What follows belongs to an exercise in optimizing a design on an open flow for small area, a short achievable clock period and few clock cycles per item; a production flow would make more cautious choices.
RTL that was checked went through simulation tests only; none was proved equivalent to the original.

==> run H: inputs <==
## div
module div (
    input wire                      clk,
    input wire                      rst_n,
    input wire                      div_start,
    input wire [2:0]                div_opcode,
    input wire [32-1 : 0]  div_divident,
    input wire [32-1 : 0]  div_divisor,
    output wire [32-1 : 0] div_quotient,
    output wire [32-1 : 0] div_remainder,
    output wire                     div_finish
);
==> module div, before the edit <==
module div (
    input wire                      clk,
    input wire                      rst_n,
    input wire                      div_start,
    input wire [2:0]                div_opcode,
    input wire [32-1 : 0]  div_divident,
    input wire [32-1 : 0]  div_divisor,
    output wire [32-1 : 0] div_quotient,
    output wire [32-1 : 0] div_remainder,
    output wire                     div_finish
);
reg st_idle, st_abs, st_shift, st_iter, st_fix, st_done;
reg [31:0] rem_r;     
reg [33:0] dsr_r;     
reg [31:0] quo_r;
reg [4:0]  lza_r;     
reg [4:0]  lzb_r;     
reg [4:0]  k_r;       
reg        sa_r;      
reg        sb_r;      
reg        cin_r;     
reg        neg_q;     
reg        neg_r;     
wire load = st_idle | st_done;
wire start_signed = (div_opcode == 3'd1);
wire start_sa     = start_signed & div_divident[31];
wire start_sb     = start_signed & div_divisor[31];
wire [31:0] rem_neg = ~rem_r + 32'd1;
wire [4:0] lz_in_a, lz_in_b, lz_neg_a, lz_neg_b;
wire       z_in_a, z_in_b, z_neg_a, z_neg_b;
div_find_ones u_lz_in_a  (.data_in(div_divident),  .lz(lz_in_a),  .zero(z_in_a));
div_find_ones u_lz_in_b  (.data_in(div_divisor),   .lz(lz_in_b),  .zero(z_in_b));
div_find_ones u_lz_neg_a (.data_in(rem_neg),       .lz(lz_neg_a), .zero(z_neg_a));
div_find_ones u_lz_neg_b (.data_in(~dsr_r[31:0]),  .lz(lz_neg_b), .zero(z_neg_b));
wire [5:0] k6     = {1'b0, lzb_r} - {1'b0, lza_r};
wire [4:0] k      = k6[4:0];
wire       fix    = neg_r | (neg_q & ~(st_shift & zb));
wire       zb     = ~|dsr_r[31:0];    
wire       sh_end = st_shift & (zb | k6[5]);
wire       it_end = st_iter & (k_r == 5'd0);
wire        fill = ~sb_r;
wire [33:0] s_in = {2'b11, dsr_r[31:0] ^ {32{~sb_r}}};
wire [33:0] s0 = k[0] ? {s_in[32:0], fill}    : s_in;
wire [33:0] s1 = k[1] ? {s0[31:0], {2{fill}}}   : s0;
wire [33:0] s2 = k[2] ? {s1[29:0], {4{fill}}}   : s1;
wire [33:0] s3 = k[3] ? {s2[25:0], {8{fill}}}   : s2;
wire [33:0] s4 = k[4] ? {s3[17:0], {16{fill}}}  : s3;
wire [33:0] sum;
div_add_ks #(.W(34)) u_add (.a({2'b00, rem_r}), .b(dsr_r), .cin(cin_r), .sum(sum));
wire        qbit = ~sum[33];
always @(posedge clk or negedge rst_n) begin
    if (!rst_n) begin
        st_idle  <= 1'b1;
        st_abs   <= 1'b0;
        st_shift <= 1'b0;
        st_iter  <= 1'b0;
        st_fix   <= 1'b0;
        st_done  <= 1'b0;
    end else begin
        st_idle  <= (st_idle | st_done) & ~div_start;
        st_abs   <= div_start & (start_sa | start_sb);
        st_shift <= (div_start & ~(start_sa | start_sb)) | st_abs;
        st_iter  <= (st_shift & ~(zb | k6[5])) | (st_iter & (k_r != 5'd0));
        st_fix   <= (sh_end | it_end) & fix;
        st_done  <= st_fix | ((sh_end | it_end) & ~fix);
    end
end
always @(posedge clk) begin
    if (load) begin
        rem_r <= div_divident;
        dsr_r <= {2'b00, div_divisor};
        lza_r <= lz_in_a;
        lzb_r <= lz_in_b;
        sa_r  <= start_sa;
        sb_r  <= start_sb;
        cin_r <= ~start_sb;
        neg_q <= start_sa ^ start_sb;
        neg_r <= start_sa;
    end
    if (st_abs) begin
        if (sa_r) begin
            rem_r <= rem_neg;
            lza_r <= lz_neg_a;
        end
        if (sb_r) lzb_r <= lz_neg_b;
    end
    if (st_shift) begin
        dsr_r <= s4;
        k_r   <= k;
        quo_r <= {32{zb}};
        if (zb) neg_q <= 1'b0;
    end
    if (st_iter) begin
        if (qbit) rem_r <= sum[31:0];
        quo_r <= {quo_r[30:0], qbit};
        dsr_r <= {dsr_r[33], dsr_r[33:1]};
        k_r   <= k_r - 5'd1;
    end
    if (st_fix) begin
        if (neg_r) rem_r <= rem_neg;
        if (neg_q) quo_r <= ~quo_r + 32'd1;
    end
end
assign div_quotient  = quo_r;
assign div_remainder = rem_r;
assign div_finish    = st_done;
endmodule
Settings: LEC_CHECK=0, CAP_MARGIN=20, CORE_MARGIN=2, CORE_UTILIZATION=40, CTS_BUF_LIST=sky130_fd_sc_hd__clkbuf_4 sky130_fd_sc_hd__clkbuf_8, SLEW_MARGIN=20; clock period 12.0 ns.
standard.sh (not shown) runs the stock make flow with config.mk's settings and CLKGATE_MAP_FILE= SYNTH_SCRIPT=/design/flow/synth_recipe.tcl, a recipe that flattens the netlist after the stock synthesis.
==> flow/flow/run.sh <==
#!/bin/bash
set -euo pipefail
MARGIN=8.3
bash standard.sh synth > synth.log 2>&1
bash standard.sh SETUP_SLACK_MARGIN=$MARGIN "BUFFER_PORTS_ARGS=-buffer_cell sky130_fd_sc_hd__buf_1" finish > layout.log 2>&1
==> inputs of run P, as changes to run H <==
==> flow/flow/run.sh (replaced) <==
#!/bin/bash
set -euo pipefail
MARGIN=8.45
bash standard.sh synth > synth.log 2>&1
bash standard.sh SETUP_SLACK_MARGIN=$MARGIN "BUFFER_PORTS_ARGS=-buffer_cell sky130_fd_sc_hd__buf_1" finish > layout.log 2>&1
--- a/flow/config.mk
+++ b/flow/config.mk
@@ -9,4 +9,3 @@
 export CORE_MARGIN = 2
 export CORE_UTILIZATION = 40
-export CTS_BUF_LIST = sky130_fd_sc_hd__clkbuf_4 sky130_fd_sc_hd__clkbuf_8
 export SLEW_MARGIN = 20
==> inputs of run R, as changes to run H <==
--- a/flow/design.v
+++ b/flow/design.v
@@ -122,5 +122,4 @@
 reg [4:0]  lza_r;     
 reg [4:0]  lzb_r;     
-reg [4:0]  k_r;       
 reg        sa_r;      
 reg        sb_r;      
@@ -144,5 +143,5 @@
 wire       zb     = ~|dsr_r[31:0];    
 wire       sh_end = st_shift & (zb | k6[5]);
-wire       it_end = st_iter & (k_r == 5'd0);
+wire       it_end = st_iter & (lzb_r == 5'd0);
 wire        fill = ~sb_r;
 wire [33:0] s_in = {2'b11, dsr_r[31:0] ^ {32{~sb_r}}};
@@ -167,5 +166,5 @@
         st_abs   <= div_start & (start_sa | start_sb);
         st_shift <= (div_start & ~(start_sa | start_sb)) | st_abs;
-        st_iter  <= (st_shift & ~(zb | k6[5])) | (st_iter & (k_r != 5'd0));
+        st_iter  <= (st_shift & ~(zb | k6[5])) | (st_iter & (lzb_r != 5'd0));
         st_fix   <= (sh_end | it_end) & fix;
         st_done  <= st_fix | ((sh_end | it_end) & ~fix);
@@ -193,5 +192,5 @@
     if (st_shift) begin
         dsr_r <= s4;
-        k_r   <= k;
+        lzb_r <= k;
         quo_r <= {32{zb}};
         if (zb) neg_q <= 1'b0;
@@ -201,5 +200,5 @@
         quo_r <= {quo_r[30:0], qbit};
         dsr_r <= {dsr_r[33], dsr_r[33:1]};
-        k_r   <= k_r - 5'd1;
+        lzb_r <= lzb_r - 5'd1;
     end
     if (st_fix) begin
--- a/flow/config.mk
+++ b/flow/config.mk
@@ -8,5 +8,4 @@
 export CAP_MARGIN = 20
 export CORE_MARGIN = 2
-export CORE_UTILIZATION = 40
-export CTS_BUF_LIST = sky130_fd_sc_hd__clkbuf_4 sky130_fd_sc_hd__clkbuf_8
+export CORE_UTILIZATION = 55
 export SLEW_MARGIN = 20
==> inputs of run C, as changes to run H <==
==> flow/flow/run.sh (replaced) <==
#!/bin/bash
set -euo pipefail
MARGIN=8.0
bash standard.sh synth > synth.log 2>&1
bash standard.sh SETUP_SLACK_MARGIN=$MARGIN "BUFFER_PORTS_ARGS=-buffer_cell sky130_fd_sc_hd__buf_1" finish > layout.log 2>&1
--- a/flow/config.mk
+++ b/flow/config.mk
@@ -9,4 +9,3 @@
 export CORE_MARGIN = 2
 export CORE_UTILIZATION = 40
-export CTS_BUF_LIST = sky130_fd_sc_hd__clkbuf_4 sky130_fd_sc_hd__clkbuf_8
 export SLEW_MARGIN = 20
==> notes <==
Run R produced a clean layout. Run H went through all stages and came out clean. Run P ran to the end with no violations. Run C went through all stages and came out clean.
Non-clock buffer count: run P > run R > run H > run C.
Between run H and run C, the lower first-iteration DRC count is in run H (gap about 14%, measured against run C).
Die area is the same in run C and run P.
Register-to-register slack: run H is better than run R (0.08 ns).
Setup slack: run C < run R < run H < run P.
In run H the synthesized cell count is higher than in run R, by about 4.5%.
Testbench counts of run H, summed over its fixed seeds: cycles 179,195, ops 12,000.
Testbench counts of run P, summed over its fixed seeds: cycles 179,195, ops 12,000.
Testbench counts of run C, summed over its fixed seeds: cycles 179,195, ops 12,000.
For run R, only the layout was checked, not whether the RTL still works.

## what the ideal ports hide
The flow's constraints put no driver on any port. The routed layouts listed below were extracted and timed again, unchanged, in two steps. Step 1 sets driving cells, clkbuf_16 on the clock port and buf_2 on the other inputs (assumed; they add their load-dependent delay and slew). Step 2, shift: input delay + t, output delay - t, t = (earliest + latest rising clock arrival at the registers) / 2. This alone moves slack from input paths to output paths. a / b / c = ideal ports / drivers / drivers and shift; a / b = the first two.
run	shift t [ns]	setup WS [ns]	hold slack, ns	slew at the worst register clock pin (ns)
run H	0.510	8.346 / 8.298 / 7.887	0.500 / 0.500 / 0.500	0.09 / 0.09
run P	0.476	8.383 / 8.356 / 7.925	0.517 / 0.517 / 0.517	0.06 / 0.06
run R	0.472	8.117 / 8.126 / 7.655	0.480 / 0.480 / 0.480	0.07 / 0.07
run C	0.482	8.086 / 8.086 / 7.698	0.521 / 0.521 / 0.521	0.06 / 0.06
After both steps setup and hold are still met in every run listed. For run R, which loses most, drivers alone change the setup slack by +0.009 ns; drivers and shift together by -0.462 ns.
